Context: an optimization exercise on an open-source flow, tuned for small area. The choices shown serve that exercise and are no tape-out recipe.
At most, simulation tests tie the RTL to the original design; equivalence was not proved.

==> flow/design.v (excerpt) <==
module fpu_top(
    input clk,
    input [31:0] a,
    input [31:0] b,
    input [1:0] op,
    output [31:0] out
    );
clock: 7.5 ns
lec_check: 0
cap_margin: 20
core_margin: 2
core_utilization: 40
slew_margin: 20
synth_hierarchical: 1
synth_minimum_keep_size: 0
standard.sh (not shown) runs the stock make flow with config.mk's settings and CLKGATE_MAP_FILE= SYNTH_SCRIPT=/design/flow/synth_recipe.tcl, a recipe that flattens the netlist after the stock synthesis.
==> flow/flow/run.sh <==
#!/bin/bash
# Standard ORFS layout with two changes:
#  - synthesis runs flow/synth.tcl: the standard flow's synthesis script, except that the
#    final ABC mapping of the modules outside the multiplier stage uses an
#    area-oriented ABC script (flow/area.abc);
#  - the input and output ports are buffered with sky130_fd_sc_hd__buf_1
#    instead of the delay buffer that buffer_ports picks by default.
# make's full output goes to flow.log (ORFS's per-step logs are in orfs/logs).
bash standard.sh SYNTH_SCRIPT=$PWD/flow/synth.tcl "BUFFER_PORTS_ARGS=-buffer_cell sky130_fd_sc_hd__buf_1" finish > flow.log 2>&1
==> flow/flow/area.abc <==
strash
dch -f
amap
==> flow/flow/synth.tcl <==
# The standard flow's synthesis script (synth_recipe.tcl), with one change: the final ABC
# mapping of the modules outside the multiplier stage (fpu_compute) uses an
# area-oriented ABC script (area.abc, next to this file) instead of ORFS's
# speed script. Everything else, registers included, is as in synth_recipe.tcl.
proc synth {args} { yosys synth -nofsm -noshare {*}$args }
set my_area_abc [file join [file dirname [file normalize [info script]]] area.abc]
set my_speed_modules {fpu_cpa}
set my_area_modules {fpu_compute fpu_top fpu_unpack fpu_normalize fpu_fa fpu_ha}
proc abc {args} {
  set i [lsearch -exact $args -script]
  set area_args [lreplace $args [expr {$i + 1}] [expr {$i + 1}] $::my_area_abc]
  if {[llength $::my_speed_modules]} { yosys abc {*}$args {*}$::my_speed_modules }
  if {[llength $::my_area_modules]} { yosys abc {*}$area_args {*}$::my_area_modules }
}
# full and half adder cells are taken only from the adder modules
proc extract_fa {args} { yosys extract_fa {*}$args fpu_fa fpu_ha }
source $::env(SCRIPTS_DIR)/synth.tcl
# left out here: clear keep_hierarchy, flatten, clean up, hide names made inside functions, write 1_2_yosys.v
Next try:
--- a/flow/design.v
+++ b/flow/design.v
@@ -7,54 +7,52 @@
     assign s = a ^ b;
     assign co = a & b;
 endmodule
 `timescale 1ns / 1ps
 module fpu_unpack(
     input [31:0] a,
     input [31:0] b,
     input [1:0] op,
-    output [22:0] f1n,
-    output [22:0] f2n,
+    output [22:0] f1,
+    output [22:0] f2,
     output [7:0] e,
     output [4:0] d,
     output s,
     output sub,
     output is_mul,
     output is_add
     );
     wire sa = a[31];
     wire sb = b[31] ^ (op == 2'b01);
     wire swap = a[30:0] < b[30:0];
     wire [7:0] el = swap ? b[30:23] : a[30:23];
     wire [7:0] es = swap ? a[30:23] : b[30:23];
-    assign f1n = ~(swap ? b[22:0] : a[22:0]);
-    assign f2n = ~(swap ? a[22:0] : b[22:0]);
+    assign f1 = swap ? b[22:0] : a[22:0];
+    assign f2 = swap ? a[22:0] : b[22:0];
     wire [7:0] diff = el - es;
     assign d = diff[4:0] | {5{|diff[7:5]}};
     wire [7:0] em = a[30:23] + b[30:23] + 8'd129;
     assign is_mul = (op == 2'b10);
     assign is_add = ~op[1];
     assign e = is_mul ? em : el;
     assign s = is_add ? (swap ? sb : sa) : (is_mul & (a[31] ^ b[31]));
     assign sub = is_add & (sa ^ sb);
 endmodule
 `timescale 1ns / 1ps
 `timescale 1ns / 1ps
 module fpu_compute(
-    input [22:0] f1n,
-    input [22:0] f2n,
+    input [22:0] f1,
+    input [22:0] f2,
     input [4:0] d,
     input is_mul,
     input is_add,
     input sub,
     output [24:0] u
     );
-    wire [22:0] f2 = ~f2n;
-    wire [22:0] f1 = ~f1n;
     wire [23:0] onehot;
     genvar k;
     generate for (k = 0; k < 24; k = k + 1) begin : g_dec
         assign onehot[k] = is_add & (d == 5'd23 - k);
     end endgenerate
     wire [24:0] R = {25{is_add}} & ({2'b01, f1} ^ {25{sub}});
     wire neg0 = is_mul & f1[1];
     wire one0 = is_mul ? (f1[0] ^ 1'b0) : onehot[0];
@@ -1350,39 +1348,39 @@
 `timescale 1ns / 1ps
 module fpu_top(
     input clk,
     input [31:0] a,
     input [31:0] b,
     input [1:0] op,
     output [31:0] out
     );
-    wire [22:0] f1n_S0, f2n_S0;
+    wire [22:0] f1_S0, f2_S0;
     wire [7:0] e_S0;
     wire [4:0] d_S0;
     wire s_S0, sub_S0, is_mul_S0, is_add_S0;
     fpu_unpack unpack (.a(a), .b(b), .op(op),
-                       .f1n(f1n_S0), .f2n(f2n_S0), .e(e_S0), .d(d_S0), .s(s_S0),
+                       .f1(f1_S0), .f2(f2_S0), .e(e_S0), .d(d_S0), .s(s_S0),
                        .sub(sub_S0), .is_mul(is_mul_S0), .is_add(is_add_S0));
-    reg [22:0] f1n_S1, f2n_S1;
+    reg [22:0] f1_S1, f2_S1;
     reg [7:0] e_S1;
     reg [4:0] d_S1;
     reg s_S1, sub_S1, is_mul_S1, is_add_S1;
     always @ (posedge clk) begin
-        f1n_S1 <= f1n_S0;
-        f2n_S1 <= f2n_S0;
+        f1_S1 <= f1_S0;
+        f2_S1 <= f2_S0;
         e_S1 <= e_S0;
         d_S1 <= d_S0;
         s_S1 <= s_S0;
         sub_S1 <= sub_S0;
         is_mul_S1 <= is_mul_S0;
         is_add_S1 <= is_add_S0;
     end
     wire [24:0] u_S1;
-    fpu_compute compute (.f1n(f1n_S1), .f2n(f2n_S1), .d(d_S1), .is_mul(is_mul_S1),
+    fpu_compute compute (.f1(f1_S1), .f2(f2_S1), .d(d_S1), .is_mul(is_mul_S1),
                          .is_add(is_add_S1), .sub(sub_S1), .u(u_S1));
     reg [24:0] u_S2;
     reg [7:0] e_S2;
     reg s_S2, sub_S2;
     always @ (posedge clk) begin
         u_S2 <= u_S1;
         e_S2 <= e_S1;
         s_S2 <= s_S1;
- global-route usage barely changes
- non-clock buffer count shrinks by 2
- sequential share of layout area barely changes
- wire length grows by 0.95%
- clock skew hardly moves
- die area is higher by 1.2%
- final cell count rose by 2.1%
- cell area is higher by 0.44%
Function not checked in the first run of this note: the RTL went through the layout flow alone.

static timing again, ports no longer ideal:
How much do the figures lean on ideal ports? The routed layouts below were timed once more, with nothing changed but the port constraints.
Step 1 (the two cells are an assumption about what drives the block):
set clk [get_ports {clk}]
set_driving_cell -lib_cell sky130_fd_sc_hd__clkbuf_16 $clk
set_driving_cell -lib_cell sky130_fd_sc_hd__buf_2 [delete_from_list [all_inputs] $clk]
Step 2, shift: input delay + t, output delay - t, t = (earliest + latest rising clock arrival at the registers) / 2. This alone moves slack from input paths to output paths.
Three values: ideal, step 1, step 2; two values: the first two.
run	shift t [ns]	setup slack, ns	worst setup path after step 2	worst slew at a driven data input, ns	pins driven straight from the clock port
the first run	0.493	0.348 / 0.348 / 0.348	register to register	0.06	1
the second run	0.496	0.307 / 0.307 / 0.307	register to register	0.06	1
After both steps every run listed still meets setup and hold.
